Context: an optimization exercise on an open-source flow, tuned for small area and a short achievable clock period. The choices shown serve that exercise and are no tape-out recipe.
Function was checked by simulation only, so behaviour that the tests miss may differ from the original.

==> design/flow/design.v <==
module UnaryMultiplier
#(
    parameter INPUT_WIDTH = 32,
    parameter COUNT_WIDTH = $clog2(INPUT_WIDTH + 1),
    parameter EPSILON = 8
)
(
    input logic a,
    input logic b,
    input logic [1:0] ready,
    input logic clk,
    input logic reset,
    output logic valid,
    output logic y
);
    logic [5:0]  a_ones, b_ones, a_upper, b_upper, y_count;
    logic [5:0]  g_lower;    
    logic [5:0]  f_upper;    
    logic [10:0] d_upper, d_lower;
    logic        ea, eb, za, zb;
    logic        near_l, near_u, emit, bit1, done;
    logic [5:0]  ab_ones, ab_upper;
    logic [6:0]  hl, hu;
    logic [10:0] dl, du;
    logic [5:0]  yc;
    logic [3:0]  hg, hp;
    logic        c4, neg;
    always_comb begin
        ea = ready[0] & a;
        za = ready[0] & ~a;
        eb = ready[1] & b;
        zb = ready[1] & ~b;
        ab_ones = a_ones + b_ones + 6'd1;
        ab_upper = a_upper + b_upper - 6'd1;
        case ({g_lower[5:4], valid, y})
            4'b00_10: hl = 7'd1;
            4'b00_11: hl = 7'h7f;
            4'b01_10: hl = 7'd2;
            4'b01_11: hl = 7'd0;
            4'b10_10: hl = 7'd3;
            4'b10_11: hl = 7'd1;
            4'b11_10: hl = 7'd4;
            4'b11_11: hl = 7'd2;
            default:  hl = {5'd0, g_lower[5:4]};
        endcase
        dl = d_lower + {hl, g_lower[3:0]};
        case ({f_upper[5:4], valid, y})
            4'b11_10: hu = 7'h7d;
            4'b11_11: hu = 7'h7b;
            4'b10_10: hu = 7'h7e;
            4'b10_11: hu = 7'h7c;
            4'b01_10: hu = 7'h7f;
            4'b01_11: hu = 7'h7d;
            4'b00_10: hu = 7'h00;
            4'b00_11: hu = 7'h7e;
            default:  hu = {5'h1f, ~f_upper[5:4]};
        endcase
        du = d_upper + {hu, ~f_upper[3:0]} + 11'd1;
        yc = y_count + valid;
        done = yc[5];
        near_l = ~dl[10] | (&dl[9:7]);                              
        near_u = du[10] | (~|du[9:8] & (~du[7] | ~|du[6:4]));       
        hg = du[7:4] & dl[7:4];
        hp = du[7:4] ^ dl[7:4];
        c4 = hg[3] | (hp[3] & hg[2]) | (hp[3] & hp[2] & hg[1]) | (hp[3] & hp[2] & hp[1] & hg[0]);
        neg = (du[8] & dl[8]) | ((du[8] ^ dl[8]) & ~c4);
        bit1 = near_l & (~near_u | ~neg);
        emit = ~done & (near_l | near_u);
    end
    always_ff @(posedge clk or negedge reset) begin
        if (!reset) begin
            a_ones <= 0;
            b_ones <= 0;
            a_upper <= 6'd32;
            b_upper <= 6'd32;
            g_lower <= 0;
            f_upper <= 0;
            y_count <= 0;
            d_lower <= 11'h600;    
            d_upper <= 11'h200;    
            y <= 1'b0;
            valid <= 1'b0;
        end else begin
            a_ones <= a_ones + ea;
            b_ones <= b_ones + eb;
            a_upper <= a_upper - za;
            b_upper <= b_upper - zb;
            g_lower <= ({6{ea & ~eb}} & b_ones) | ({6{eb & ~ea}} & a_ones) | ({6{ea & eb}} & ab_ones);
            f_upper <= ({6{za & ~zb}} & b_upper) | ({6{zb & ~za}} & a_upper) | ({6{za & zb}} & ab_upper);
            y_count <= yc;
            d_lower <= dl;
            d_upper <= du;
            valid <= emit;
            y <= bit1;
        end
    end
endmodule
==> design/flow/flow/run.sh <==
#!/bin/bash
# The standard layout, except that:
#  - synthesis maps the logic with flow/abc_speed.script (three rounds of
#    &syn2/&dch/&nf) instead of ORFS's ABC script; the rest of synthesis,
#    and so the registers, are ORFS's as run by standard.sh;
#  - the ports get plain buf_2 buffers;
#  - timing repair aims at a setup slack of SETUP_SLACK_MARGIN.
set -e
rm -rf scripts_alt
cp -r "$FLOW_HOME/scripts" scripts_alt
cp flow/abc_speed.script scripts_alt/abc_speed.script
export BUFFER_PORTS_ARGS="-buffer_cell sky130_fd_sc_hd__buf_2"
export SETUP_SLACK_MARGIN=5.7
bash standard.sh SCRIPTS_DIR="$PWD/scripts_alt" synth > synth.log 2>&1
bash standard.sh > standard.log 2>&1
==> design/flow/flow/abc_speed.script <==
&get -n
&st
&syn2
&dch
&nf
&st
&syn2
&dch
&nf
&st
&syn2
&dch
&nf
&put
buffer -c
topo
stime -c
upsize -c
dnsize -c
==> design/flow/standard.sh <==
#!/bin/bash
# synth_recipe.tcl (not shown) runs the flow's synth.tcl, then flattens the netlist and writes it again
# the make line also repeats each setting of config.mk as NAME=value (left out here)
make -C /OpenROAD-flow-scripts/flow DESIGN_CONFIG=/design/flow/config.mk WORK_HOME=/design/flow/orfs CLKGATE_MAP_FILE= SYNTH_SCRIPT=/design/flow/synth_recipe.tcl "${@:-finish}"
==> design/flow/config.mk <==
export PLATFORM = sky130hd
export DESIGN_NAME = UnaryMultiplier
export DESIGN_NICKNAME = UnaryMultiplier
export VERILOG_FILES = /design/flow/design.v
export SDC_FILE = /design/flow/constraint.sdc
export NUM_CORES = 4
export LEC_CHECK = 0
export CAP_MARGIN = 20
export CORE_MARGIN = 2
export CORE_UTILIZATION = 40
export PLACE_DENSITY = 0.6
export SLEW_MARGIN = 20
==> design/flow/constraint.sdc <==
create_clock -name core_clock -period 8.0 [get_ports {clk}]
set_input_delay 1.6000 -clock core_clock [delete_from_list [all_inputs] [get_ports {clk}]]
set_output_delay 1.6000 -clock core_clock [all_outputs]
set_load 0.01 [all_outputs]
==> flow_summary_export.csv, run 1 <==
group,metric,value,unit
clocking,clockBufferDepth,2,
logic_synthesis,synth.area.top_cells,"dfrtp_1, ha_1, xnor2_1",
sta,rsz0062_at_grt,"true",
global_routing,grt_usage,15.6,%
clocking,insertion_delay,0.35,ns
logic_synthesis,synthesis.nets,431,
floorplanning,initial_core_util,41.1,%
setup_path,path_max_fanout,6,
floorplanning,chipHeight,101,µm
global_routing,grt.overflow.total,0,
detailed_routing,dr.pass1.iters,4,
worst_hold_path,hold_depth,1,
floorplanning,core_area,9240,µm²
logic_synthesis,yosysTopAreaCell,"dfrtp_1",
detailed_routing,routed_wl,7090,µm
setup_path,required,6.40,ns
setup_path,critical_path_class,"reg2out",
global_routing,grt_pass1_wl,12400,µm
clocking,clk_pin_slew,0.07,ns
logic_synthesis,yosysUniqueCellTypes,37,
floorplanning,num_rows,35,
sta,slew_viol_final,0,
logic_synthesis,synth-async-reset-ratio,100,%
global_routing,antenna_found_initial,0,
placement,place_hpwl,4780,µm
logic_synthesis,synth-compound-area-share,12.4,%
logic_synthesis,yosysSeqAreaShare,43.6,%
sta,fin_crit_sh,33.5,%
placement,placed_cell_area,4210,µm²
cells_and_area,n_fill_cell,807,
cells_and_area,final_nets,476,
clocking,cts-buffers-inserted,9,
cells_and_area,area_growth,28.4,%
sta,worstMarginPinSlew,0.841,ns
detailed_routing,first_iter_violations,89,
sta,hold_violations,0,
placement,place.gp.congestion,0.810,
placement,port_buffers,7,
setup_path,cp-end-kind,"output pin",
floorplanning,die_w,101,µm
floorplanning,dieArea,10300,µm²
logic_synthesis,synth_top_family_by_area,"adder cells",
clocking,cts_tree,"yes",
logic_synthesis,synth_warnings,1,
setup_path,arrival,1.08,ns
detailed_routing,vias,2682,
logic_synthesis,synth_simple_gate_area_share,9.75,%
logic_synthesis,synth_top_flop_cell,"dfrtp_1",
logic_synthesis,synthXorXnorAreaFrac,11.3,%
floorplanning,io_pins,8,
detailed_routing,wl_per_cell,12.8,µm
global_routing,grt_pass1_vias,2758,
outcome,run_status,"timing/DRC/antenna clean",
logic_synthesis,synthMuxAreaShare,0,%
setup_path,r2r_cells,12,
detailed_routing,ant_nets,0,
sta,max_freq,373,MHz
sta,maxSlewHeadroom,44.0,%
logic_synthesis,synth_area,3800,µm²
logic_synthesis,synth_edf_count,0,
sta,min_period,2.68,ns
logic_synthesis,synth_cells,373,
detailed_routing,drc,0,
logic_synthesis,synthAdderAreaFrac,17.9,%
detailed_routing,viasPerCell,4.86,
sta,skew,0.00722,ns
flow_run,drv_cap,0,
logic_synthesis,synth_top_area_share,40.2,%
sta,setup-tns-final,0,ns
global_routing,grt_max_degree,67,
sta,setup_viol,0,
cells_and_area,final_layout_size_suffix_gt1_share,32.9,%
clocking,clockRootBuffer,"clkbuf_8",
logic_synthesis,syn_area_per_cell,10.2,µm²
worst_hold_path,hold_path.class,"reg2reg",
clocking,htree_levels,3,
cells_and_area,design_area,4880,µm²
logic_synthesis,ys_ff_latch,66,
cells_and_area,antennaDiodeCount,0,
setup_path,critPathLaunchType,"flip-flop",
clocking,clock-sinks,66,
## synth_stat cells, types with 3 or more instances
| cell type | number |
|---|---|
| a21oi_2 | 3 |
| nand2b_1 | 3 |
| nor3_1 | 6 |
| nand3_1 | 14 |
| clkbuf_1 | 4 |
| dfrtp_1 | 61 |
| ha_1 | 48 |
| xnor2_1 | 27 |
| a31oi_1 | 3 |
| a21oi_1 | 19 |
| nor2b_1 | 4 |
| and3_1 | 5 |
| nand2_1 | 23 |
| inv_1 | 46 |
| o211ai_1 | 3 |
| nor2_1 | 19 |
| xor2_1 | 22 |
| a21o_1 | 10 |
| o21ai_0 | 23 |
| dfstp_2 | 5 |
| fa_1 | 4 |
## per-layer routing
layer | track usage [%] | share of wire (%) | up-vias
li1 | - | - | 1339
met1 | 19.8 | 48 | 1303
met2 | 25.3 | 48 | 30
met3 | 3.73 | 2.1 | 10
met4 | 6.96 | 2.0 | 0
met5 | 0 | 0 | -
## sequential cells by signal, indices dropped and copies added (netlist names), 6 cells and up
signal / cells
g_lower: 6
d_upper: 11
a_ones: 6
b_upper: 6
y_count: 6
d_lower: 11
f_upper: 6
b_ones: 6
a_upper: 6
## timing repair
| action | CTS | global route |
|---|---|---|
| resized for setup | 43 | 16 |
| pin swaps | 36 | 17 |
| endpoints found under the hold margin | 0 | 0 |
| setup endpoints to repair | 20 | 16 |
| gates cloned | 0 | 0 |
| hold buffers | 0 | 0 |
| buffers inserted | 20 | 10 |
## final cells by class
type                       instances  area (µm²)  share of cell area, %
clock inverter                     4        50.0                   1.03
sequential                        66        1660                   34.1
inverter                          47         186                   3.82
timing repair buffer              38         278                   5.69
tap                              129         161                   3.31
clock buffer                      12         155                   3.18
multi-input combinational        256        2390                   48.9
## path summary, 6_finish.rpt
| path | from | to | slack [ns] |
|---|---|---|---|
| setup / recovery | y | y | 5.32 |
| setup reg to reg | f_upper[0] | y | 5.36 |
| hold reg to reg | y_count[0] | y_count[0] | 0.47 |
| min in group asynchronous | reset | d_upper[7] | 1.44 |
| hold / removal | y_count[0] | y_count[0] | 0.47 |
| max in group asynchronous | reset | g_lower[4] | 5.96 |
## kinds of logic (layout without fill, tap and decap cells)
kind of cell	count (synthesis)	count (layout)
and+or+nand+nor	80	80
AOI/OAI and AO/OA	75	75
DFF	66	66
adders and majority gates	52	52
buffers and inverters	51	101
xor gates and xnor gates	49	49
## through the flow
stage	util, %	hold slack (ns)	cells	setup WS, ns
finish	52.8	0.473	552	5.32
global route	52.8	0.496	552	5.21
CTS	51.2	0.479	542	5.36
detailed placement	45.6	0.461	506	5.05
global placement	45.6	0.453	506	5.15
floorplan	-	0.443	373	5.45
## cells in the final DEF, fill, tap and decap left out, types with 4 or more instances in the layout
cell type / n
a21o_1: 10
a21oi_1: 12
a21oi_2: 10
buf_2: 5
buf_4: 30
clkbuf_8: 11
dfrtp_1: 56
dfrtp_2: 5
dfstp_2: 5
ha_1: 35
ha_4: 12
inv_1: 40
inv_2: 5
nand2_1: 20
nand3_1: 9
nand3_2: 5
nor2_1: 14
nor2_2: 4
o21ai_0: 18
xnor2_1: 24
xor2_1: 18
xor2_2: 4
## worst max-delay path: stages (launching register included)
cell and delay [ns]:
dfrtp_2 0.47, buf_4 0.16, buf_6 0.11
==> run 2, diff against run 1 <==
--- a/design/flow/flow/run.sh
+++ b/design/flow/flow/run.sh
@@ -11,5 +11,5 @@
 cp flow/abc_speed.script scripts_alt/abc_speed.script
 export BUFFER_PORTS_ARGS="-buffer_cell sky130_fd_sc_hd__buf_2"
-export SETUP_SLACK_MARGIN=5.7
+export SETUP_SLACK_MARGIN=5.5
 bash standard.sh SCRIPTS_DIR="$PWD/scripts_alt" synth > synth.log 2>&1
 bash standard.sh > standard.log 2>&1
==> run 2 against run 1 <==
Synthesized cell count unchanged. Critical path type is now reg2reg. Die area unchanged. Still clean. Setup slack improved by 0.057 ns. Register-to-register slack improved by 0.02 ns. Critical endpoint is now y.
==> flow_summary_export.csv, run 2 <==
group,metric,value,unit
outcome,run_status,"timing/DRC/antenna clean",
cells_and_area,final_common_cell,"dfrtp_1",
global_routing,met2_usage,24.3,%
cells_and_area,final_nets,457,
global_routing,grt_pass1_wl,11900,µm
cells_and_area,final_util,48.7,%
sta,skew,0.00635,ns
sta,maxSlewHeadroom,43.8,%
global_routing,grt_usage,14.9,%
floorplanning,chipHeight,101,µm
logic_synthesis,yosysUniqueCellTypes,37,
setup_path,critPathLaunchType,"flip-flop",
logic_synthesis,synth_edf_count,0,
setup_path,arrival,2.86,ns
logic_synthesis,syn_area_per_cell,10.2,µm²
detailed_routing,wl_per_cell,12.4,µm
setup_path,r2r-start,"y",
logic_synthesis,synth_warnings,1,
sta,timing.final.ws_setup,5.38,ns
floorplanning,dieArea,10300,µm²
logic_synthesis,synth_top_flop_cell,"dfrtp_1",
global_routing,grt_max_degree,67,
floorplanning,die_w,101,µm
clocking,clockBufferDepth,2,
flow_run,drv_cap,0,
global_routing,busiest_layer,"met2",
logic_synthesis,synth_most_common_cell,"dfrtp_1",
cells_and_area,antennaDiodeCount,0,
placement,pre_cts_ws,5.08,ns
worst_hold_path,holdCritStartpoint,"d_lower[0]",
setup_path,path_max_fanout,7,
logic_synthesis,synth_area,3800,µm²
logic_synthesis,synth.area.top_cells,"dfrtp_1, ha_1, xnor2_1",
clocking,cts_tree,"yes",
logic_synthesis,yosysTopAreaCell,"dfrtp_1",
setup_path,required,8.24,ns
global_routing,grt_pass1_vias,2650,
logic_synthesis,synth_top_area_share,40.2,%
floorplanning,initial_core_util,41.1,%
placement,placed_cell_area,4090,µm²
sta,setup_viol,0,
setup_path,critical_path_class,"reg2reg",
cells_and_area,design_area,4500,µm²
logic_synthesis,synth_cells,373,
sta,worstMarginPinSlew,0.843,ns
cells_and_area,area_growth,18.4,%
floorplanning,num_rows,35,
global_routing,grt.overflow.total,0,
detailed_routing,dr.pass1.iters,4,
logic_synthesis,ys_ff_latch,66,
setup_path,cp-end-kind,"flip-flop",
placement,place.gp.congestion,0.827,
placement,dp.cells,506,
worst_hold_path,hold_depth,1,
logic_synthesis,synth-async-reset-ratio,100,%
sta,hold_violations,0,
logic_synthesis,synthesis.nets,431,
logic_synthesis,yosysSeqAreaShare,43.6,%
clocking,clock-sinks,66,
sta,fin_crit_sh,32.8,%
floorplanning,io_pins,8,
cells_and_area,top_regs,"d_lower x11, d_upper x11",
worst_hold_path,hold_path_end,"d_lower[0]",
clocking,cts-buffers-inserted,9,
global_routing,antenna_found_initial,0,
clocking,insertion_delay,0.35,ns
cells_and_area,layout_common_cells,"dfrtp_1, inv_1, ha_1, xnor2_1, nand2_1",
global_routing,grt_use_met1,19.2,%
sta,min_period,2.62,ns
sta,slew_viol_final,0,
worst_hold_path,hold_path.class,"reg2reg",
detailed_routing,first_iter_violations,41,
cells_and_area,final_cells,533,
placement,place_hpwl,4620,µm
sta,max_freq,382,MHz
placement,port_buffers,7,
floorplanning,core_area,9240,µm²
clocking,clockRootBuffer,"clkbuf_8",
setup_path,r2r_slack,5.38,ns
sta,setup-tns-final,0,ns
clocking,htree_levels,3,
setup_path,r2r-end,"y",
detailed_routing,vias,2594,
global_routing,met3_usage,3.52,%
setup_path,r2r_cells,12,
detailed_routing,routed_wl,6610,µm
cells_and_area,final_layout_size_suffix_gt1_share,21.8,%
detailed_routing,viasPerCell,4.87,
clocking,clk_pin_slew,0.08,ns
detailed_routing,ant_nets,0,
logic_synthesis,synth_commonest_cells,"dfrtp_1, ha_1, inv_1",
detailed_routing,drc,0,
clocking,ctsHoldBuffers,0,
sta,rsz0062_at_grt,"true",
[run 2: cell counts after synthesis]
No cell type changed its count.
[run 2: kinds of logic after synthesis]
| group | share of synthesized area, % |
|---|---|
| adder cells (fa/ha/maj) | 17.9 |
| AO/OA/AOI/OAI | 12.4 |
| buffers and inverters | 5.04 |
| AND/OR/NAND/NOR | 9.75 |
| flip-flops | 43.6 |
| XOR/XNOR | 11.3 |
[run 2: metal layers]
layer | routed length (µm) | share of wire [%]
met5 | 0 | 0
met4 | 100 | 1.5
met3 | 232 | 3.5
met2 | 3150 | 48
met1 | 3130 | 47
[run 2: final cells by class]
type / count / area [µm²]
fillers: 860 / 4740
multi-input cells: 256 / 2160
flip-flops and latches: 66 / 1660
inverters: 47 / 185
well taps: 129 / 161
clock buffers: 10 / 138
repair buffers: 19 / 125
clock inverters: 6 / 65.1
[run 2: timing repair]
action | 4_1_cts | 5_1_grt
pin swaps | 15 | 14
setup endpoints to repair | 7 | 7
gates resized for setup | 17 | 16
setup buffers | 6 | 5
[run 2: critical path, cell delays in order, from the launching register on]
cell and delay [ns]:
dfrtp_2 0.48, xor2_1 0.17, nand2_1 0.09, xnor2_1 0.13, ha_1 0.32, nor2_1 0.13
a21oi_2 0.05, a211o_1 0.28, a31o_1 0.23, a21oi_2 0.13, xor2_1 0.19, and2_1 0.17
o21ba_1 0.14
[run 2: worst max-delay path by stage]
stage                from    endpoint  slack [ns]  cells after the start
4_1_cts        f_upper[0]           y        5.36                     12
5_1_grt        f_upper[0]           y        5.25                     11
3_5_place_dp            b  b_upper[5]        5.08                      6
6_report                y           y        5.38                     12
2_1_floorplan    ready[1]  b_upper[4]        5.45                      6
3_3_place_gp            b  b_upper[5]        5.13                      6
[run 2: metrics by stage]
| stage | hold slack [ns] |
|---|---|
| 2_1_floorplan | 0.443 |
| 3_3_place_gp | 0.454 |
| 3_5_place_dp | 0.460 |
| 4_1_cts | 0.478 |
| 5_1_grt | 0.494 |
| 6_report | 0.472 |
==> run 3, diff against run 2 <==
--- a/design/flow/flow/run.sh
+++ b/design/flow/flow/run.sh
@@ -11,5 +11,5 @@
 cp flow/abc_speed.script scripts_alt/abc_speed.script
 export BUFFER_PORTS_ARGS="-buffer_cell sky130_fd_sc_hd__buf_2"
-export SETUP_SLACK_MARGIN=5.5
+export SETUP_SLACK_MARGIN=5.3
 bash standard.sh SCRIPTS_DIR="$PWD/scripts_alt" synth > synth.log 2>&1
 bash standard.sh > standard.log 2>&1
==> design/flow/flow/abc_speed.script (replaced) <==
&get -n
&st
&syn2
&dch
&nf
&st
&syn2
&dch
&nf
&put
buffer -c
topo
stime -c
upsize -c
dnsize -c
==> run 3 against run 2 <==
First-iteration DRC count is 68% higher. Clock skew decreased by 0.0012 ns. Critical path depth shrank 1. Utilization decreased by 1.4 points. Die area grew 0.70%. Hold slack gained 0.0011 ns. Sequential share of layout area is 0.93 points higher. Sequential cell count stayed put.
==> flow_summary_export.csv, run 3 <==
group,metric,value,unit
detailed_routing,ant_nets,0,
sta,setup-tns-final,0,ns
logic_synthesis,synthesis.nets,431,
cells_and_area,final_nets,456,
clocking,cts_tree,"yes",
global_routing,grt_max_degree,67,
placement,dp.cells,507,
cells_and_area,final_common_cell,"dfrtp_1",
placement,place.gp.congestion,0.806,
cells_and_area,area_growth,14.8,%
clocking,clockBufferDepth,2,
cells_and_area,top_regs,"d_lower x11, d_upper x11",
setup_path,arrival,2.89,ns
sta,worstMarginPinSlew,0.806,ns
setup_path,path_max_fanout,6,
logic_synthesis,synth_top_flop_cell,"dfrtp_1",
sta,rsz0062_at_grt,"true",
floorplanning,io_pins,8,
logic_synthesis,synth_warnings,1,
sta,max_freq,381,MHz
flow_run,drv_cap,0,
cells_and_area,final_cells,532,
floorplanning,chipHeight,102,µm
global_routing,grt_pass1_vias,2593,
clocking,cts-buffers-inserted,9,
floorplanning,dieArea,10400,µm²
setup_path,required,8.27,ns
logic_synthesis,synth-async-reset-ratio,100,%
clocking,clk_pin_slew,0.08,ns
logic_synthesis,yosysTopAreaCell,"dfrtp_1",
global_routing,antenna_found_initial,0,
logic_synthesis,synth_cells,373,
setup_path,critPathLaunchType,"flip-flop",
placement,pre_cts_ws,5.05,ns
logic_synthesis,synth_edf_count,0,
detailed_routing,vias,2561,
worst_hold_path,holdCritStartpoint,"y_count[0]",
global_routing,grt_usage,14.4,%
detailed_routing,dr.pass1.iters,4,
global_routing,grt.overflow.total,0,
detailed_routing,wl_per_cell,12.1,µm
logic_synthesis,synth_area,3830,µm²
logic_synthesis,syn_area_per_cell,10.3,µm²
sta,skew,0.00512,ns
logic_synthesis,yosysUniqueCellTypes,41,
setup_path,r2r-start,"y",
clocking,clock-sinks,66,
logic_synthesis,synth.area.top_cells,"dfrtp_1, ha_1, xnor2_1",
outcome,run_status,"timing/DRC/antenna clean",
sta,min_period,2.62,ns
sta,timing.final.ws_setup,5.38,ns
worst_hold_path,hold_path.class,"reg2reg",
logic_synthesis,synth_commonest_cells,"dfrtp_1, ha_1, inv_1",
sta,hold_violations,0,
clocking,insertion_delay,0.35,ns
sta,slew_viol_final,0,
clocking,htree_levels,3,
setup_path,r2r_slack,5.38,ns
detailed_routing,viasPerCell,4.81,
floorplanning,initial_core_util,41.2,%
cells_and_area,layout_common_cells,"dfrtp_1, ha_1, inv_1, nand2_1, xnor2_1",
worst_hold_path,hold_depth,1,
sta,holdWs,0.473,ns
floorplanning,die_w,102,µm
sta,fin_crit_sh,32.8,%
detailed_routing,routed_wl,6440,µm
floorplanning,num_rows,35,
global_routing,grt_pass1_wl,11700,µm
logic_synthesis,synth_top_area_share,39.9,%
setup_path,cp-end-kind,"flip-flop",
logic_synthesis,ys_ff_latch,66,
floorplanning,core_area,9280,µm²
placement,place_hpwl,4700,µm
cells_and_area,antennaDiodeCount,0,
placement,port_buffers,7,
sta,maxSlewHeadroom,46.3,%
setup_path,critical_path_class,"reg2reg",
sta,setup_viol,0,
detailed_routing,first_iter_violations,69,
clocking,clockRootBuffer,"clkbuf_8",
setup_path,r2r_cells,11,
setup_path,r2r-end,"y",
cells_and_area,final_layout_size_suffix_gt1_share,17.1,%
worst_hold_path,hold_path_end,"y_count[0]",
logic_synthesis,synth_most_common_cell,"dfrtp_1",
detailed_routing,drc,0,
logic_synthesis,yosysSeqAreaShare,43.3,%
## run 3: changes by cell type in the layout (fill, tap and decap cells not counted), moves of 3 or more
cell / delta
nand2_1: +3
nor2_1: -3
ha_4: -4
and3_4: -3
ha_1: +6
o21ai_1: +6
and3_1: +4
## run 3: layout make-up
| class | instances | area (µm²) |
|---|---|---|
| Tap cell | 129 | 161 |
| Timing Repair Buffer | 17 | 110 |
| Multi-Input combinational cell | 257 | 2080 |
| Sequential cell | 66 | 1660 |
| Clock buffer | 9 | 124 |
| Clock inverter | 7 | 78.8 |
| Inverter | 47 | 176 |
| Fill cell | 890 | 4890 |
## run 3: logic make-up (layout without fill, tap and decap cells)
group,after synthesis,after routing,synth area share [%]
and+or+nand+nor,78,78,9.74
adders and majority gates,53,53,18.0
xor gates and xnor gates,51,51,11.9
DFF,66,66,43.3
buffers and inverters,50,80,4.90
AOI/OAI and AO/OA,75,75,12.1
## run 3: timing repair
action | CTS | global route
buffers inserted | 1 | 8
pin swaps | 1 | 18
setup endpoints to repair | 2 | 5
cloned | 0 | 0
gates resized for setup | 5 | 19
hold buffers | 0 | 0
## run 3: worst max path at each step
| stage | start | to | slack (ns) | cells past startpoint |
|---|---|---|---|---|
| after floorplan | ready[1] | b_upper[4] | 5.33 | 6 |
| after global placement | a | a_upper[4] | 5.07 | 7 |
| after detailed placement | a | a_upper[4] | 5.05 | 7 |
| after CTS | g_lower[1] | y | 5.25 | 12 |
| after global routing | f_upper[1] | y | 5.19 | 13 |
| final | y | y | 5.38 | 11 |
## run 3: routing by layer
| layer | vias up | share of wire (%) | global-route usage [%] |
|---|---|---|---|
| li1 | 1299 | - | - |
| met1 | 1229 | 48 | 18.9 |
| met2 | 25 | 48 | 23.0 |
| met3 | 8 | 2.5 | 4.65 |
| met4 | 0 | 1.8 | 4.31 |
| met5 | - | 0 | 0 |
## run 3: worst max-delay path, cell delays in order, from the launching register on
cell and delay (ns):
dfrtp_2 0.47, xnor2_2 0.14, nand2_1 0.10, xor2_2 0.18
ha_1 0.32, a21o_1 0.18, o211ai_1 0.23, nand2_1 0.13
xor2_2 0.20, ha_1 0.29, a31oi_1 0.14, a2bb2oi_1 0.16
## run 3: through the flow
| step | cell area [µm²] | utilization (%) |
|---|---|---|
| 2_1_floorplan | 3830 | - |
| 3_3_place_gp | 4020 | 43.3 |
| 3_5_place_dp | 4020 | 43.3 |
| 4_1_cts | 4250 | 45.8 |
| 5_1_grt | 4390 | 47.3 |
| 6_report | 4390 | 47.3 |
==> run 4, diff against run 3 <==
==> design/flow/flow/abc_speed.script (replaced) <==
&get -n
&st
&syn2
&dch
&nf -p
&st
&syn2
&dch
&nf -p
&st
&syn2
&dch
&nf -p
&put
buffer -c
topo
stime -c
upsize -c
dnsize -c
==> run 4 against run 3 <==
Register-to-register slack worse by 0.04 ns. Fmax down 1.3%. Design area grew 0.57%. Highest routed layer unchanged. Global-route usage fell by 0.26 points. Synthesized cell count is 0.27% lower. Via count down 0.70%. First-iteration DRC count shrank 29%. Hold slack better by 0.00067 ns. Largest cell class unchanged.
==> flow_summary_export.csv, run 4 <==
group,metric,value,unit
sta,fin_crit_sh,33.2,%
sta,hold_violations,0,
outcome,run_status,"timing/DRC/antenna clean",
logic_synthesis,yosysUniqueCellTypes,39,
detailed_routing,drc,0,
cells_and_area,top_regs,"d_lower x11, d_upper x11",
floorplanning,initial_core_util,41.1,%
setup_path,arrival,2.88,ns
floorplanning,io_pins,8,
cells_and_area,final_common_cell,"dfrtp_1",
cells_and_area,final_cells,528,
global_routing,grt_pass1_vias,2598,
logic_synthesis,synth_warnings,1,
logic_synthesis,synth_cells,372,
clocking,htree_levels,3,
detailed_routing,routed_wl,6570,µm
clocking,clk_pin_slew,0.08,ns
worst_hold_path,hold_path.class,"reg2reg",
sta,slew_viol_final,0,
detailed_routing,viasPerCell,4.82,
cells_and_area,area_growth,16.4,%
logic_synthesis,synth-async-reset-ratio,100,%
detailed_routing,dr.pass1.iters,4,
cells_and_area,antennaDiodeCount,0,
flow_run,drv_cap,0,
cells_and_area,final_layout_size_suffix_gt1_share,19.0,%
setup_path,required,8.23,ns
worst_hold_path,holdCritStartpoint,"d_lower[0]",
floorplanning,dieArea,10300,µm²
setup_path,cp-end-kind,"flip-flop",
detailed_routing,ant_nets,0,
placement,place.gp.congestion,0.872,
sta,max_freq,376,MHz
worst_hold_path,hold_path_end,"d_lower[0]",
setup_path,r2r-start,"valid",
clocking,cts_tree,"yes",
setup_path,r2r_cells,10,
detailed_routing,vias,2543,
worst_hold_path,hold_depth,1,
setup_path,path_max_fanout,10,
logic_synthesis,ys_ff_latch,66,
clocking,clockRootBuffer,"clkbuf_8",
sta,skew,0.0102,ns
floorplanning,core_area,9240,µm²
floorplanning,die_w,101,µm
cells_and_area,n_fill_cell,861,
global_routing,grt.overflow.total,0,
setup_path,r2r-end,"y",
detailed_routing,first_iter_violations,49,
global_routing,grt_usage,14.2,%
global_routing,grt_pass1_wl,11500,µm
sta,setup-tns-final,0,ns
floorplanning,chipHeight,101,µm
clocking,clock-sinks,66,
clocking,insertion_delay,0.34,ns
sta,min_period,2.66,ns
placement,port_buffers,7,
logic_synthesis,synth_commonest_cells,"dfrtp_1, ha_1, inv_1",
logic_synthesis,synth_most_common_cell,"dfrtp_1",
sta,maxSlewHeadroom,45.0,%
sta,setup_viol,0,
placement,dp.cells,505,
cells_and_area,layout_common_cells,"dfrtp_1, ha_1, inv_1, nand2_1, xnor2_1",
logic_synthesis,synth_area,3800,µm²
sta,rsz0062_at_grt,"true",
placement,place_hpwl,4670,µm
cells_and_area,design_area,4420,µm²
logic_synthesis,synthesis.nets,430,
logic_synthesis,syn_area_per_cell,10.2,µm²
logic_synthesis,synth_edf_count,0,
placement,placed_cell_area,3990,µm²
clocking,cts-buffers-inserted,9,
logic_synthesis,synth.area.top_cells,"dfrtp_1, ha_1, xnor2_1",
detailed_routing,wl_per_cell,12.5,µm
sta,worstMarginPinSlew,0.826,ns
setup_path,critPathLaunchType,"flip-flop",
clocking,clockBufferDepth,2,
logic_synthesis,synth_top_flop_cell,"dfrtp_1",
logic_synthesis,yosysTopAreaCell,"dfrtp_1",
global_routing,grt_max_degree,67,
setup_path,critical_path_class,"reg2reg",
global_routing,antenna_found_initial,0,
logic_synthesis,yosysSeqAreaShare,43.7,%
floorplanning,num_rows,35,
cells_and_area,final_nets,452,
logic_synthesis,synth_top_area_share,40.2,%
setup_path,r2r_slack,5.34,ns
## run 4: stage by stage
step,util [%],setup slack (ns),hold slack (ns)
2_1_floorplan,-,5.30,0.443
3_3_place_gp,43.2,5.12,0.453
3_5_place_dp,43.2,5.07,0.460
4_1_cts,45.7,5.30,0.480
5_1_grt,47.8,5.23,0.480
6_report,47.8,5.34,0.473
## run 4: area by class of cell
type                       count  area (µm²)  area share, %
multi-input combinational    255        2120           48.0
sequential                    66        1660           37.6
inverter                      47         176           3.99
tap                          129         161           3.65
clock buffer                   9         124           2.80
timing repair buffer          15        95.1           2.15
clock inverter                 7        77.6           1.76
## run 4: what timing repair did
item                       in CTS  in global routing
pin swaps                       6                 26
resized for setup               9                 28
setup endpoints to repair       3                  5
buffers inserted                0                  7
hold buffers                    0                  0
## run 4: metal layers
| metal | track usage [%] | wire [µm] | up-vias |
|---|---|---|---|
| met5 | 0 | 0 | - |
| met4 | 6.65 | 116 | 0 |
| met3 | 2.55 | 152 | 9 |
| met2 | 21.9 | 3030 | 25 |
| met1 | 19.4 | 3280 | 1220 |
| li1 | - | - | 1289 |
## run 4: how the worst max path moves through the flow
stage               startpoint          to  slack, ns  cells past startpoint
floorplan                    a   a_ones[5]       5.30                      7
global placement             b  b_upper[5]       5.12                      6
detailed placement           a  a_upper[4]       5.07                      7
CTS                 f_upper[0]           y       5.30                     11
global route                 y           y       5.23                     12
finish                   valid           y       5.34                     10
## run 4: logic make-up (layout without fill, tap and decap cells)
family	count (synthesis)	count (layout)	share of synthesized area, %
AND/OR/NAND/NOR	80	80	10.0
adder cells (fa/ha/maj)	52	52	17.9
buffers and inverters	51	78	5.04
XOR/XNOR	47	47	10.8
AO/OA/AOI/OAI	76	76	12.5
flip-flops	66	66	43.7
## run 4: critical path: stages, from the launching register on
cell     delay (ns)
dfrtp_2        0.51
nand2_1        0.13
nor3_4         0.27
a41o_1         0.17
ha_1           0.27
a211o_1        0.33
a31o_1         0.24
a21oi_2        0.14
xor2_1         0.19
and2_1         0.17
o21ba_1        0.14
==> run 5, diff against run 4 <==
--- a/design/flow/flow/run.sh
+++ b/design/flow/flow/run.sh
@@ -11,5 +11,5 @@
 cp flow/abc_speed.script scripts_alt/abc_speed.script
 export BUFFER_PORTS_ARGS="-buffer_cell sky130_fd_sc_hd__buf_2"
-export SETUP_SLACK_MARGIN=5.3
+export SETUP_SLACK_MARGIN=5.4
 bash standard.sh SCRIPTS_DIR="$PWD/scripts_alt" synth > synth.log 2>&1
 bash standard.sh > standard.log 2>&1
==> design/flow/flow/abc_speed.script (replaced) <==
&get -n
&st
&syn2
&dch
&nf
&st
&syn2
&dch
&nf
&st
&syn2
&dch
&nf
&put
buffer -c
topo
stime -c
upsize -c
dnsize -c
==> run 5 against run 4 <==
Still clean. Sequential cell count stayed put. Critical path depth is 3 higher. Die area hardly changed. First-iteration DRC count stayed put. Setup slack worse by 0.012 ns. Synthesized area hardly changed. Global-route usage is 0.088 points higher. Highest routed layer unchanged.
==> flow_summary_export.csv, run 5 <==
group,metric,value,unit
flow_run,drv_cap,0,
clocking,clock-sinks,66,
logic_synthesis,synthXorXnorAreaFrac,11.3,%
logic_synthesis,synth_top_area_share,40.2,%
global_routing,grt_pass1_vias,2562,
setup_path,r2r-end,"y",
logic_synthesis,synth.area.top_cells,"dfrtp_1, ha_1, xnor2_1",
worst_hold_path,hold_path.class,"reg2reg",
logic_synthesis,synth_commonest_cells,"dfrtp_1, ha_1, inv_1",
logic_synthesis,synth_top_family_by_area,"adder cells",
floorplanning,io_pins,8,
cells_and_area,final_util,48.9,%
worst_hold_path,hold_path_end,"y_count[0]",
global_routing,grt_pass1_wl,11500,µm
cells_and_area,antennaDiodeCount,0,
logic_synthesis,synth-async-reset-ratio,100,%
clocking,insertion_delay,0.35,ns
setup_path,r2r-start,"y",
placement,dp.cells,506,
sta,slew_viol_final,0,
global_routing,grt_usage,14.3,%
setup_path,cpPeakStageDelay,0.47,ns
sta,worstMarginPinSlew,0.840,ns
sta,fin_crit_sh,33.4,%
sta,rsz0062_at_grt,"true",
logic_synthesis,synth_top_flop_cell,"dfrtp_1",
cells_and_area,area_growth,19.0,%
floorplanning,num_rows,35,
cells_and_area,layout_common_cells,"dfrtp_1, inv_1, ha_1, xnor2_1, nand2_1",
cells_and_area,final_common_cell,"dfrtp_1",
global_routing,grt.overflow.total,0,
setup_path,slowest_stage,"dfrtp_2",
clocking,cts_tree,"yes",
floorplanning,initial_core_util,41.1,%
logic_synthesis,syn_area_per_cell,10.2,µm²
setup_path,path_max_fanout,7,
logic_synthesis,yosysSeqAreaShare,43.6,%
setup_path,required,8.24,ns
global_routing,antenna_found_initial,0,
detailed_routing,vias,2575,
logic_synthesis,ys_ff_latch,66,
cells_and_area,final_nets,460,
setup_path,critPathTopFamily,"compound AO/OA/AOI/OAI gates",
floorplanning,chipHeight,101,µm
setup_path,path_common_cell,"xnor2_2",
logic_synthesis,synth_warnings,1,
logic_synthesis,yosysUniqueCellTypes,37,
logic_synthesis,synth_edf_count,0,
floorplanning,core_area,9240,µm²
global_routing,grt_max_degree,67,
clocking,cts-buffers-inserted,9,
cells_and_area,final_layout_size_suffix_gt1_share,22.1,%
logic_synthesis,synth_cells,373,
logic_synthesis,synth_most_common_cell,"dfrtp_1",
clocking,ctsHoldBuffers,0,
sta,skew,0.00906,ns
sta,setup-tns-final,0,ns
clocking,htree_levels,3,
setup_path,critical_path_class,"reg2reg",
setup_path,r2r_slack,5.33,ns
logic_synthesis,synth_area,3800,µm²
sta,holdWs,0.471,ns
logic_synthesis,synth_simple_gate_area_share,9.75,%
sta,max_freq,375,MHz
detailed_routing,ant_nets,0,
logic_synthesis,yosysTopAreaCell,"dfrtp_1",
floorplanning,dieArea,10300,µm²
cells_and_area,final_cells,536,
detailed_routing,drc,0,
placement,place_hpwl,4610,µm
detailed_routing,dr.pass1.iters,4,
sta,maxSlewHeadroom,44.0,%
worst_hold_path,holdCritStartpoint,"y_count[0]",
detailed_routing,wl_per_cell,12.4,µm
setup_path,cp_num_buf_inv,1,
setup_path,cp-end-kind,"flip-flop",
detailed_routing,routed_wl,6640,µm
setup_path,r2r_cells,13,
clocking,clockBufferDepth,2,
cells_and_area,n_fill_cell,856,
sta,min_period,2.67,ns
detailed_routing,first_iter_violations,49,
setup_path,critPathLaunchType,"flip-flop",
clocking,clockRootBuffer,"clkbuf_8",
sta,hold_violations,0,
placement,place.gp.congestion,0.798,
placement,port_buffers,7,
logic_synthesis,synth-compound-area-share,12.4,%
setup_path,arrival,2.91,ns
logic_synthesis,synthAdderAreaFrac,17.9,%
detailed_routing,viasPerCell,4.80,
sta,setup_viol,0,
setup_path,path_cells,"xnor2_2 > nand2_1 > xor2_2 > ha_4 > nor2_4 > a21oi_2 > a211o_1 > buf_6 > a31o_4 > a21oi_4 > xnor2_2 > a31oi_2 > o21ba_1",
outcome,run_status,"timing/DRC/antenna clean",
logic_synthesis,synthMuxAreaShare,0,%
clocking,clk_pin_slew,0.07,ns
floorplanning,die_w,101,µm
cells_and_area,top_regs,"d_lower x11, d_upper x11",
logic_synthesis,synthesis.nets,431,
worst_hold_path,hold_depth,1,
-- run 5: cell count changes after synthesis, moves of 2 or more --
cell / delta
o21ai_0: +3
nor3_1: -2
nor2_1: +4
o21ai_1: -4
xnor2_1: +2
-- run 5: cells by family after synthesis --
| kind of cell | after synthesis |
|---|---|
| buf+inv | 51 |
| simple gates | 80 |
| compound gates | 75 |
| flops | 66 |
| fa+ha+maj | 52 |
| xor+xnor | 49 |
-- run 5: per-layer routing --
metal,track usage [%],up-vias,routed length [µm]
met2,23.1,20,3120
met3,3.73,10,145
met5,0,-,0
met4,5.61,0,116
li1,-,1306,-
met1,18.3,1239,3250
-- run 5: stage by stage --
stage	setup slack [ns]	instance area (µm²)
finish	5.33	4520
global route	5.22	4520
CTS	5.35	4340
detailed placement	5.06	4010
global placement	5.11	4010
floorplan	5.40	3820
-- run 5: layout make-up --
| type | count | area, µm² | share of cell area, % |
|---|---|---|---|
| Clock buffer | 10 | 138 | 3.04 |
| Inverter | 47 | 178 | 3.93 |
| Tap cell | 129 | 161 | 3.57 |
| Clock inverter | 6 | 66.3 | 1.47 |
| Timing Repair Buffer | 22 | 161 | 3.57 |
| Multi-Input combinational cell | 256 | 2150 | 47.7 |
| Sequential cell | 66 | 1660 | 36.8 |
-- run 5: worst max path at each step --
stage,to,from,slack (ns),cells after the start
global placement,a_upper[5],a,5.11,7
global route,y,y,5.22,13
CTS,y,y,5.35,13
detailed placement,b_upper[5],b,5.06,6
finish,y,y,5.33,13
floorplan,a_upper[4],a,5.40,6
-- run 5: timing repair --
item,CTS,global route
endpoints found under the setup margin,4,9
resized for setup,20,29
pin swaps,19,32
setup buffers,8,6
==> run 6, diff against run 5 <==
--- a/design/flow/flow/run.sh
+++ b/design/flow/flow/run.sh
@@ -11,5 +11,5 @@
 cp flow/abc_speed.script scripts_alt/abc_speed.script
 export BUFFER_PORTS_ARGS="-buffer_cell sky130_fd_sc_hd__buf_2"
-export SETUP_SLACK_MARGIN=5.4
+export SETUP_SLACK_MARGIN=5.3
 bash standard.sh SCRIPTS_DIR="$PWD/scripts_alt" synth > synth.log 2>&1
 bash standard.sh > standard.log 2>&1
==> design/flow/flow/abc_speed.script (replaced) <==
strash
dc2
dch -f
map -B 0.9
topo
stime -c
buffer -c
upsize -c
dnsize -c
==> run 6 against run 5 <==
Critical endpoint is now valid. Highest routed layer unchanged. Count of clock-buffer cells in the layout up 1. Still clean on timing, DRC and antenna. Hold slack about the same. Design area up 1.5%. Utilization down 2.0 points.
==> flow_summary_export.csv, run 6 <==
group,metric,value,unit
cells_and_area,n_fill_cell,957,
logic_synthesis,synth_top_area_share,38.0,%
logic_synthesis,synth_cells,457,
cells_and_area,antennaDiodeCount,0,
worst_hold_path,hold_depth,1,
flow_run,drv_cap,0,
setup_path,path_max_fanout,7,
logic_synthesis,syn_area_per_cell,8.80,µm²
logic_synthesis,synthesis.nets,515,
logic_synthesis,synth_edf_count,0,
cells_and_area,final_cells,625,
sta,setup-tns-final,0,ns
global_routing,grt.overflow.total,0,
global_routing,grt_pass1_wl,12300,µm
clocking,insertion_delay,0.35,ns
setup_path,path_cells,"buf_6 > buf_6",
floorplanning,dieArea,10900,µm²
logic_synthesis,synth_most_common_cell,"nand2_1",
setup_path,arrival,1.07,ns
logic_synthesis,synth_commonest_cells,"nand2_1, inv_1, dfrtp_1",
placement,placed_cell_area,4220,µm²
logic_synthesis,yosysTopAreaCell,"dfrtp_1",
cells_and_area,area_growth,14.2,%
logic_synthesis,synth_simple_gate_area_share,18.1,%
sta,worstMarginPinSlew,0.841,ns
floorplanning,io_pins,8,
cells_and_area,design_area,4590,µm²
clocking,htree_levels,3,
clocking,cts_tree,"yes",
placement,port_buffers,7,
logic_synthesis,synth_area,4020,µm²
setup_path,cpPeakStageDelay,0.48,ns
cells_and_area,layout_common_cells,"nand2_1, inv_1, dfrtp_1, ha_1, xor2_1",
cells_and_area,final_common_cell,"nand2_1",
logic_synthesis,synth_top_flop_cell,"dfrtp_1",
sta,timing.final.ws_setup,5.33,ns
sta,maxSlewHeadroom,43.9,%
cells_and_area,regArea,1660,µm²
outcome,run_status,"timing/DRC/antenna clean",
detailed_routing,drc,0,
setup_path,r2r_cells,17,
sta,fin_crit_sh,33.4,%
setup_path,cp-end-kind,"output pin",
logic_synthesis,synth-async-reset-ratio,100,%
setup_path,path_common_cell,"buf_6",
detailed_routing,dr.pass1.iters,4,
detailed_routing,viasPerCell,4.52,
cells_and_area,final_util,47.0,%
floorplanning,die_w,104,µm
detailed_routing,ant_nets,0,
clocking,clock-sinks,66,
global_routing,grt_max_degree,67,
logic_synthesis,synth_top_family_by_area,"simple AND/OR/NAND/NOR gates",
sta,setup_viol,0,
global_routing,grt_pass1_vias,2922,
setup_path,critical_path_class,"reg2out",
logic_synthesis,synthMuxAreaShare,0,%
floorplanning,chipHeight,104,µm
placement,place_hpwl,5040,µm
detailed_routing,vias,2827,
detailed_routing,first_iter_violations,62,
clocking,clockRootBuffer,"clkbuf_8",
detailed_routing,wl_per_cell,10.8,µm
cells_and_area,top_regs,"d_lower x11, d_upper x11",
setup_path,slowest_stage,"dfrtp_2",
clocking,cts-buffers-inserted,9,
sta,skew,0.0114,ns
worst_hold_path,hold_path.class,"reg2reg",
floorplanning,initial_core_util,41.1,%
logic_synthesis,synthAdderAreaFrac,16.9,%
clocking,clk_pin_slew,0.07,ns
cells_and_area,multi_input_area,1990,µm²
detailed_routing,routed_wl,6750,µm
clocking,ctsHoldBuffers,0,
placement,pre_cts_ws,5.28,ns
logic_synthesis,synthXorXnorAreaFrac,7.84,%
logic_synthesis,synth_warnings,1,
logic_synthesis,yosysSeqAreaShare,41.2,%
sta,rsz0062_at_grt,"true",
placement,place.gp.congestion,0.820,
sta,holdWs,0.471,ns
global_routing,grt_usage,13.8,%
sta,hold_violations,0,
setup_path,critPathLaunchType,"flip-flop",
placement,dp.cells,597,
floorplanning,core_area,9770,µm²
setup_path,required,6.40,ns
logic_synthesis,synth-compound-area-share,4.92,%
clocking,clockBufferDepth,2,
cells_and_area,final_nets,545,
logic_synthesis,yosysUniqueCellTypes,32,
cells_and_area,final_layout_size_suffix_gt1_share,15.9,%
sta,min_period,2.67,ns
sta,slew_viol_final,0,
logic_synthesis,ys_ff_latch,66,
floorplanning,num_rows,36,
sta,max_freq,374,MHz
logic_synthesis,synth.area.top_cells,"dfrtp_1, ha_1, nand2_1",
global_routing,antenna_found_initial,0,
## run 6: changes by cell type after synthesis, moves of 10 or more
cell	change
nand3b_1	+10
a21o_1	-10
inv_1	+48
xnor2_1	-16
o21ai_0	-21
a21oi_1	-15
nand2_1	+84
## run 6: final cells by class
| class | count | share of cell area [%] |
|---|---|---|
| Tap cell | 133 | 3.63 |
| Clock inverter | 5 | 1.20 |
| Multi-Input combinational cell | 285 | 43.3 |
| Sequential cell | 66 | 36.2 |
| Clock buffer | 11 | 3.08 |
| Inverter | 105 | 9.49 |
| Timing Repair Buffer | 20 | 3.11 |
## run 6: cells by family after synthesis
| logic type | count (synthesis) |
|---|---|
| adder cells (fa/ha/maj) | 52 |
| buffers and inverters | 106 |
| XOR/XNOR | 36 |
| AO/OA/AOI/OAI | 28 |
| AND/OR/NAND/NOR | 169 |
| flip-flops | 66 |
## run 6: final timing paths
| check | slack, ns | startpoint | endpoint |
|---|---|---|---|
| max | 5.33 | valid | valid |
| min | 0.47 | a_upper[2] | a_upper[2] |
| max reg2reg | 5.51 | g_lower[4] | y |
| min reg2reg | 0.47 | a_upper[2] | a_upper[2] |
| max in group asynchronous | 5.96 | reset | valid |
| min in group asynchronous | 1.44 | reset | d_upper[7] |
## run 6: metal layers
metal  track usage, %  up-vias  routed length (µm)
li1                 -     1482                   -
met1             17.2     1317                3220
met2             22.9       22                3250
met3             3.63        6                 188
met4             5.12        0                  83
met5                0        -                   0
## run 6: what timing repair did
action                                  CTS  global route
endpoints found under the setup margin    2             2
hold endpoints to repair                  0             0
cloned                                    0             0
pin swaps                                 0            24
buffers inserted                          0            12
resized for setup                         1            26
## run 6: worst max-delay path: cells and delay by family, from the launching register on
| family | cells | cell delay, ns |
|---|---|---|
| flops | 1 | 0.48 |
| buf+inv | 2 | 0.26 |
==> run 7, diff against run 6 <==
==> design/flow/flow/abc_speed.script (replaced) <==
&get -n
&st
&syn2
&dch
&nf
&st
&syn2
&dch
&nf
&st
&syn2
&dch
&nf
&put
==> run 7 against run 6 <==
Utilization is 1.1 points higher. Design area is 3.8% lower. Count of clock-buffer cells in the layout stayed put. Sequential cell count stayed put. Critical endpoint is now y. Highest routed layer unchanged. Synthesized cell count is 19% lower. Sequential share of layout area is 1.5 points higher. Via count is 10% lower.
==> flow_summary_export.csv, run 7 <==
group,metric,value,unit
logic_synthesis,synth-async-reset-ratio,100,%
setup_path,arrival,2.89,ns
detailed_routing,wl_per_cell,13.0,µm
logic_synthesis,synth_area,3770,µm²
clocking,clockRootBuffer,"clkbuf_8",
clocking,cts_tree,"yes",
detailed_routing,routed_wl,6680,µm
setup_path,path_max_fanout,6,
global_routing,grt_pass1_wl,11700,µm
global_routing,grt_usage,14.5,%
detailed_routing,viasPerCell,4.93,
clocking,clk_pin_slew,0.07,ns
cells_and_area,top_regs,"d_lower x11, d_upper x11",
floorplanning,io_pins,8,
logic_synthesis,synth_most_common_cell,"dfrtp_1",
logic_synthesis,synth_top_flop_cell,"dfrtp_1",
sta,hold_violations,0,
sta,min_period,2.66,ns
placement,dp.cells,488,
clocking,ctsHoldBuffers,0,
global_routing,grt.overflow.total,0,
sta,setup_viol,0,
setup_path,critPathLaunchType,"flip-flop",
clocking,clock-sinks,66,
cells_and_area,area_growth,17.1,%
floorplanning,core_area,9200,µm²
detailed_routing,ant_nets,0,
setup_path,critical_path_class,"reg2reg",
detailed_routing,first_iter_violations,53,
sta,setup-tns-final,0,ns
floorplanning,num_rows,35,
logic_synthesis,syn_area_per_cell,10.2,µm²
sta,slew_viol_final,0,
sta,rsz0062_at_grt,"true",
global_routing,grt_max_degree,67,
placement,place.gp.congestion,0.788,
detailed_routing,vias,2535,
sta,skew,0.00816,ns
logic_synthesis,yosysTopAreaCell,"dfrtp_1",
clocking,htree_levels,3,
detailed_routing,dr.pass1.iters,5,
clocking,insertion_delay,0.34,ns
logic_synthesis,synthesis.nets,427,
global_routing,antenna_found_initial,0,
cells_and_area,final_cells,514,
logic_synthesis,yosysUniqueCellTypes,31,
worst_hold_path,hold_path.class,"reg2reg",
cells_and_area,antennaDiodeCount,0,
placement,place_hpwl,4620,µm
cells_and_area,final_common_cell,"dfrtp_1",
cells_and_area,final_layout_size_suffix_gt1_share,18.9,%
clocking,cts-buffers-inserted,9,
floorplanning,chipHeight,101,µm
logic_synthesis,synth.area.top_cells,"dfrtp_1, ha_1, xnor2_1",
logic_synthesis,ys_ff_latch,66,
sta,max_freq,376,MHz
sta,worstMarginPinSlew,0.827,ns
floorplanning,die_w,101,µm
setup_path,cp-end-kind,"flip-flop",
logic_synthesis,synth_commonest_cells,"dfrtp_1, ha_1, clkinv_1",
sta,maxSlewHeadroom,44.8,%
logic_synthesis,synth_top_area_share,40.5,%
clocking,clockBufferDepth,2,
logic_synthesis,synth_edf_count,0,
sta,fin_crit_sh,33.2,%
floorplanning,initial_core_util,41.0,%
logic_synthesis,yosysSeqAreaShare,44.0,%
cells_and_area,final_nets,456,
setup_path,required,8.23,ns
flow_run,drv_cap,0,
detailed_routing,drc,0,
placement,port_buffers,7,
logic_synthesis,synth_cells,369,
outcome,run_status,"timing/DRC/antenna clean",
global_routing,grt_pass1_vias,2540,
logic_synthesis,synth_warnings,1,
cells_and_area,layout_common_cells,"dfrtp_1, ha_1, clkinv_1, xnor2_1, nand2_1",
floorplanning,dieArea,10200,µm²
## run 7: cell types whose count changed after synthesis, sizes merged, moves of 16 or more
| cell | delta |
|---|---|
| inv | -102 |
| nand2 | -86 |
| clkinv | +47 |
| o21ai | +20 |
| a21oi | +17 |
| xnor2 | +16 |
## run 7: routing by layer
| metal | vias to the layer above | share of wire [%] | wire, µm | global-route usage [%] |
|---|---|---|---|---|
| met4 | 0 | 2.1 | 138 | 6.24 |
| met3 | 13 | 1.8 | 121 | 3.26 |
| met5 | - | 0 | 0 | 0 |
| met2 | 19 | 48 | 3180 | 22.4 |
| li1 | 1297 | - | - | - |
| met1 | 1206 | 48 | 3240 | 19.7 |
## run 7: worst max-delay path: stages, from the launching register on
cell     delay [ns]
dfrtp_2        0.48
buf_4          0.16
nand2_1        0.09
nor3_4         0.06
a41o_1         0.21
ha_1           0.32
a211o_1        0.32
a31o_1         0.24
a21oi_2        0.16
xor2_1         0.19
and2_4         0.17
o21ba_1        0.14
## run 7: cell type report
class / instances / area (µm²)
Clock buffer: 11 / 141
Clock inverter: 5 / 77.6
Fill cell: 852 / 4780
Inverter: 47 / 184
Multi-Input combinational cell: 256 / 2090
Sequential cell: 66 / 1660
Tap cell: 111 / 139
Timing Repair Buffer: 18 / 118
## run 7: cell families after synthesis
group	after synthesis	synth area share [%]
AOI/OAI and AO/OA	75	12.1
and+or+nand+nor	80	9.82
buffers and inverters	47	4.68
DFF	66	44.0
adders and majority gates	52	18.1
xor gates and xnor gates	49	11.4
## run 7: final timing paths
path                       slack (ns)  cells past startpoint          to       start
max                              5.34                     11           y           y
min                              0.47                      1  d_lower[0]  d_lower[0]
max reg2reg                      5.34                     11           y           y
min reg2reg                      0.47                      1  d_lower[0]  d_lower[0]
max in group asynchronous        5.97                      2  g_lower[4]       reset
min in group asynchronous        1.44                      2  y_count[5]       reset
## run 7: stage by stage
step           util, %  hold slack [ns]  cell area [µm²]  setup WS, ns
6_report          48.0            0.471             4420          5.34
2_1_floorplan        -            0.443             3770          5.34
3_3_place_gp      43.0            0.454             3950          4.97
3_5_place_dp      43.0            0.460             3950          4.95
5_1_grt           48.0            0.477             4420          5.14
4_1_cts           46.0            0.477             4230          5.30
## run 7: what timing repair did
action | 4_1_cts | 5_1_grt
endpoints found under the setup margin | 2 | 12
pin swaps | 6 | 20
gates resized for setup | 14 | 33
buffers inserted | 2 | 8
==> run 8, diff against run 7 <==
--- a/design/flow/flow/run.sh
+++ b/design/flow/flow/run.sh
@@ -12,4 +12,5 @@
 export BUFFER_PORTS_ARGS="-buffer_cell sky130_fd_sc_hd__buf_2"
 export SETUP_SLACK_MARGIN=5.3
+export RECOVER_POWER=50
 bash standard.sh SCRIPTS_DIR="$PWD/scripts_alt" synth > synth.log 2>&1
 bash standard.sh > standard.log 2>&1
==> design/flow/flow/abc_speed.script (replaced) <==
&get -n
&st
&syn2
&dch
&nf
&st
&syn2
&dch
&nf
&st
&syn2
&dch
&nf
&put
buffer -c
topo
stime -c
upsize -c
dnsize -c
==> run 8 against run 7 <==
Synthesized area is 0.80% higher. Non-clock buffer count is 2 lower. Global-route usage is 0.32 points lower. Via count is 0.47% higher. Setup slack worse by 0.20 ns. Hold slack better by 0.0018 ns. Routed wire length is 2.2% lower. Die area is 0.76% higher. Count of clock-buffer cells in the layout is 1 lower.
==> flow_summary_export.csv, run 8 <==
group,metric,value,unit
sta,rsz0062_at_grt,"true",
setup_path,endpoint,"y",
logic_synthesis,yosysTopAreaCell,"dfrtp_1",
clocking,clockBufferDepth,2,
setup_path,r2r-start,"f_upper[0]",
setup_path,path_max_fanout,2,
logic_synthesis,synth_warnings,1,
logic_synthesis,synth_top_area_share,40.2,%
setup_path,cpPeakStageDelay,0.41,ns
sta,worstMarginPinSlew,0.820,ns
setup_path,r2r-end,"y",
floorplanning,chipHeight,101,µm
logic_synthesis,synth_most_common_cell,"dfrtp_1",
logic_synthesis,synthMuxAreaShare,0,%
logic_synthesis,ys_ff_latch,66,
placement,place_hpwl,4600,µm
clocking,insertion_delay,0.35,ns
floorplanning,dieArea,10300,µm²
logic_synthesis,synthesis.nets,431,
detailed_routing,viasPerCell,4.81,
setup_path,critPathLaunchType,"flip-flop",
logic_synthesis,synthAdderAreaFrac,17.9,%
logic_synthesis,synth-compound-area-share,12.4,%
setup_path,required,8.24,ns
cells_and_area,layout_common_cells,"dfrtp_1, ha_1, inv_1, xnor2_1, nand2_1",
detailed_routing,dr.pass1.iters,5,
logic_synthesis,synth_top_flop_cell,"dfrtp_1",
setup_path,cp_num_buf_inv,0,
global_routing,antenna_found_initial,0,
setup_path,critical_path_class,"reg2reg",
cells_and_area,top_regs,"d_lower x11, d_upper x11",
global_routing,grt_usage,14.2,%
sta,max_freq,350,MHz
sta,fin_crit_sh,35.7,%
outcome,run_status,"timing/DRC/antenna clean",
logic_synthesis,yosysUniqueCellTypes,37,
setup_path,r2r_cells,11,
detailed_routing,drc,0,
floorplanning,num_rows,35,
logic_synthesis,synth_edf_count,0,
setup_path,crit_cells,11,
setup_path,slowest_stage,"fa_1",
clocking,clockRootBuffer,"clkbuf_8",
clocking,cts_tree,"yes",
logic_synthesis,syn_area_per_cell,10.2,µm²
placement,placed_cell_area,3990,µm²
setup_path,arrival,3.10,ns
logic_synthesis,synth_simple_gate_area_share,9.75,%
floorplanning,initial_core_util,41.1,%
detailed_routing,vias,2547,
sta,skew,0.0126,ns
sta,setup-tns-final,0,ns
setup_path,cp-end-kind,"flip-flop",
detailed_routing,wl_per_cell,12.3,µm
clocking,clk_pin_slew,0.08,ns
cells_and_area,design_area,4280,µm²
placement,place.gp.congestion,0.937,
clocking,clock-sinks,66,
floorplanning,core_area,9240,µm²
logic_synthesis,synthXorXnorAreaFrac,11.3,%
cells_and_area,antennaDiodeCount,0,
logic_synthesis,synth_top_family_by_area,"adder cells",
flow_run,drv_cap,0,
setup_path,critPathTopFamily,"compound AO/OA/AOI/OAI gates",
cells_and_area,final_nets,454,
global_routing,grt_pass1_wl,11400,µm
detailed_routing,routed_wl,6530,µm
clocking,htree_levels,3,
cells_and_area,final_layout_size_suffix_gt1_share,13.7,%
detailed_routing,first_iter_violations,52,
global_routing,grt_max_degree,67,
sta,hold_violations,0,
cells_and_area,area_growth,12.5,%
floorplanning,die_w,101,µm
logic_synthesis,synth_area,3800,µm²
logic_synthesis,synth-async-reset-ratio,100,%
placement,port_buffers,7,
logic_synthesis,synth_cells,373,
sta,min_period,2.86,ns
setup_path,r2r_slack,5.14,ns
logic_synthesis,synth_commonest_cells,"dfrtp_1, ha_1, inv_1",
logic_synthesis,yosysSeqAreaShare,43.6,%
detailed_routing,ant_nets,0,
sta,slew_viol_final,0,
setup_path,path_cells,"ha_1 > fa_1 > nand2b_1 > a21boi_0 > o21ai_1 > a21oi_1 > xor2_1 > or3_4 > a21oi_2 > a31oi_1 > o21ba_1",
logic_synthesis,synth.area.top_cells,"dfrtp_1, ha_1, xnor2_1",
global_routing,grt.overflow.total,0,
worst_hold_path,hold_path.class,"reg2reg",
floorplanning,io_pins,8,
clocking,cts-buffers-inserted,9,
sta,setup_viol,0,
global_routing,grt_pass1_vias,2493,
sta,maxSlewHeadroom,45.3,%
cells_and_area,final_common_cell,"dfrtp_1",
setup_path,crit_start,"f_upper[0]",
==> run 8: changes by cell type in the layout (fill, tap and decap cells not counted), sizes merged <==
cell      previous run  this run
buf                 18        16
clkinvlp             3         2
bufinv               2         0
inv                  0        48
clkbuf              11        10
clkinv              47         3
==> run 8: logic make-up after synthesis <==
logic type / Yosys count
and+or+nand+nor: 80
DFF: 66
AOI/OAI and AO/OA: 75
xor gates and xnor gates: 49
buffers and inverters: 51
adders and majority gates: 52
==> run 8: worst min-delay path by stage <==
stage	from	endpoint	cells after the start
3_5_place_dp	y_count[0]	y_count[0]	1
5_1_grt	d_lower[0]	d_lower[0]	1
6_report	d_lower[0]	d_lower[0]	1
3_3_place_gp	y_count[0]	y_count[0]	1
2_1_floorplan	d_lower[0]	d_lower[0]	1
4_1_cts	y_count[0]	y_count[0]	1
==> run 8: metrics by stage <==
step / setup WS, ns / hold slack [ns] / std cells / util, %
floorplan: 5.30 / 0.443 / 373 / -
global placement: 5.15 / 0.453 / 506 / 43.2
detailed placement: 5.06 / 0.460 / 506 / 43.2
CTS: 5.25 / 0.476 / 523 / 45.4
global route: 4.94 / 0.481 / 530 / 46.3
finish: 5.14 / 0.473 / 530 / 46.3
==> run 8: final cells by class <==
type / count / area [µm²]
clock buffer: 10 / 128
clock inverter: 6 / 42.5
fill: 857 / 4960
inverter: 47 / 176
multi-input combinational: 256 / 2000
sequential: 66 / 1660
tap: 129 / 161
timing repair buffer: 16 / 103
==> run 8: what timing repair did <==
item                       CTS  global route
setup buffers                1             7
resized for setup            6            20
setup endpoints to repair    3             4
hold buffers                 0             0
pin swaps                    3            16
==> run 8: layer usage <==
| metal | routed length [µm] | global-route usage (%) | vias to the layer above |
|---|---|---|---|
| li1 | - | - | 1297 |
| met1 | 3170 | 19.1 | 1207 |
| met2 | 3040 | 22.1 | 33 |
| met3 | 217 | 4.14 | 10 |
| met4 | 108 | 4.78 | 0 |
| met5 | 0 | 0 | - |

static timing again, ports no longer ideal:
The flow's constraints put no driver on any port. The routed layouts listed below were extracted and timed again, unchanged, in two steps. Step 1: set_driving_cell puts a clkbuf_16 on clk and a buf_2 on each other input, an assumption about the parent block. Step 2 times the ports against the registers' clock, not the clock port: input delays grow and output delays shrink by t, the midpoint of the rising clock arrivals with the driver on. Three values: ideal ports, drivers, drivers and shift; two values: the first two.
run	shift t [ns]	setup slack, ns	latest minus earliest clock arrival (ns)	worst register clock-pin slew, ns	worst slew at a driven data input, ns
run 1	0.378	5.322 / 5.291 / 5.263	0.008 / 0.007	0.08 / 0.08	0.04
run 2	0.371	5.380 / 5.377 / 5.216	0.008 / 0.008	0.08 / 0.08	0.03
run 3	0.372	5.378 / 5.353 / 5.069	0.006 / 0.007	0.08 / 0.08	0.03
run 4	0.366	5.343 / 5.343 / 5.039	0.012 / 0.012	0.08 / 0.08	0.03
run 5	0.370	5.330 / 5.330 / 5.124	0.009 / 0.009	0.08 / 0.08	0.03
run 6	0.373	5.329 / 5.300 / 5.313	0.011 / 0.012	0.08 / 0.08	0.03
run 7	0.366	5.343 / 5.343 / 5.104	0.009 / 0.009	0.08 / 0.08	0.03
run 8	0.376	5.141 / 5.141 / 5.103	0.012 / 0.013	0.08 / 0.08	0.03
After both steps every run listed still meets setup and hold. The setup slack of run 3, which loses most, moves by -0.025 ns with the drivers and by -0.309 ns with both steps.
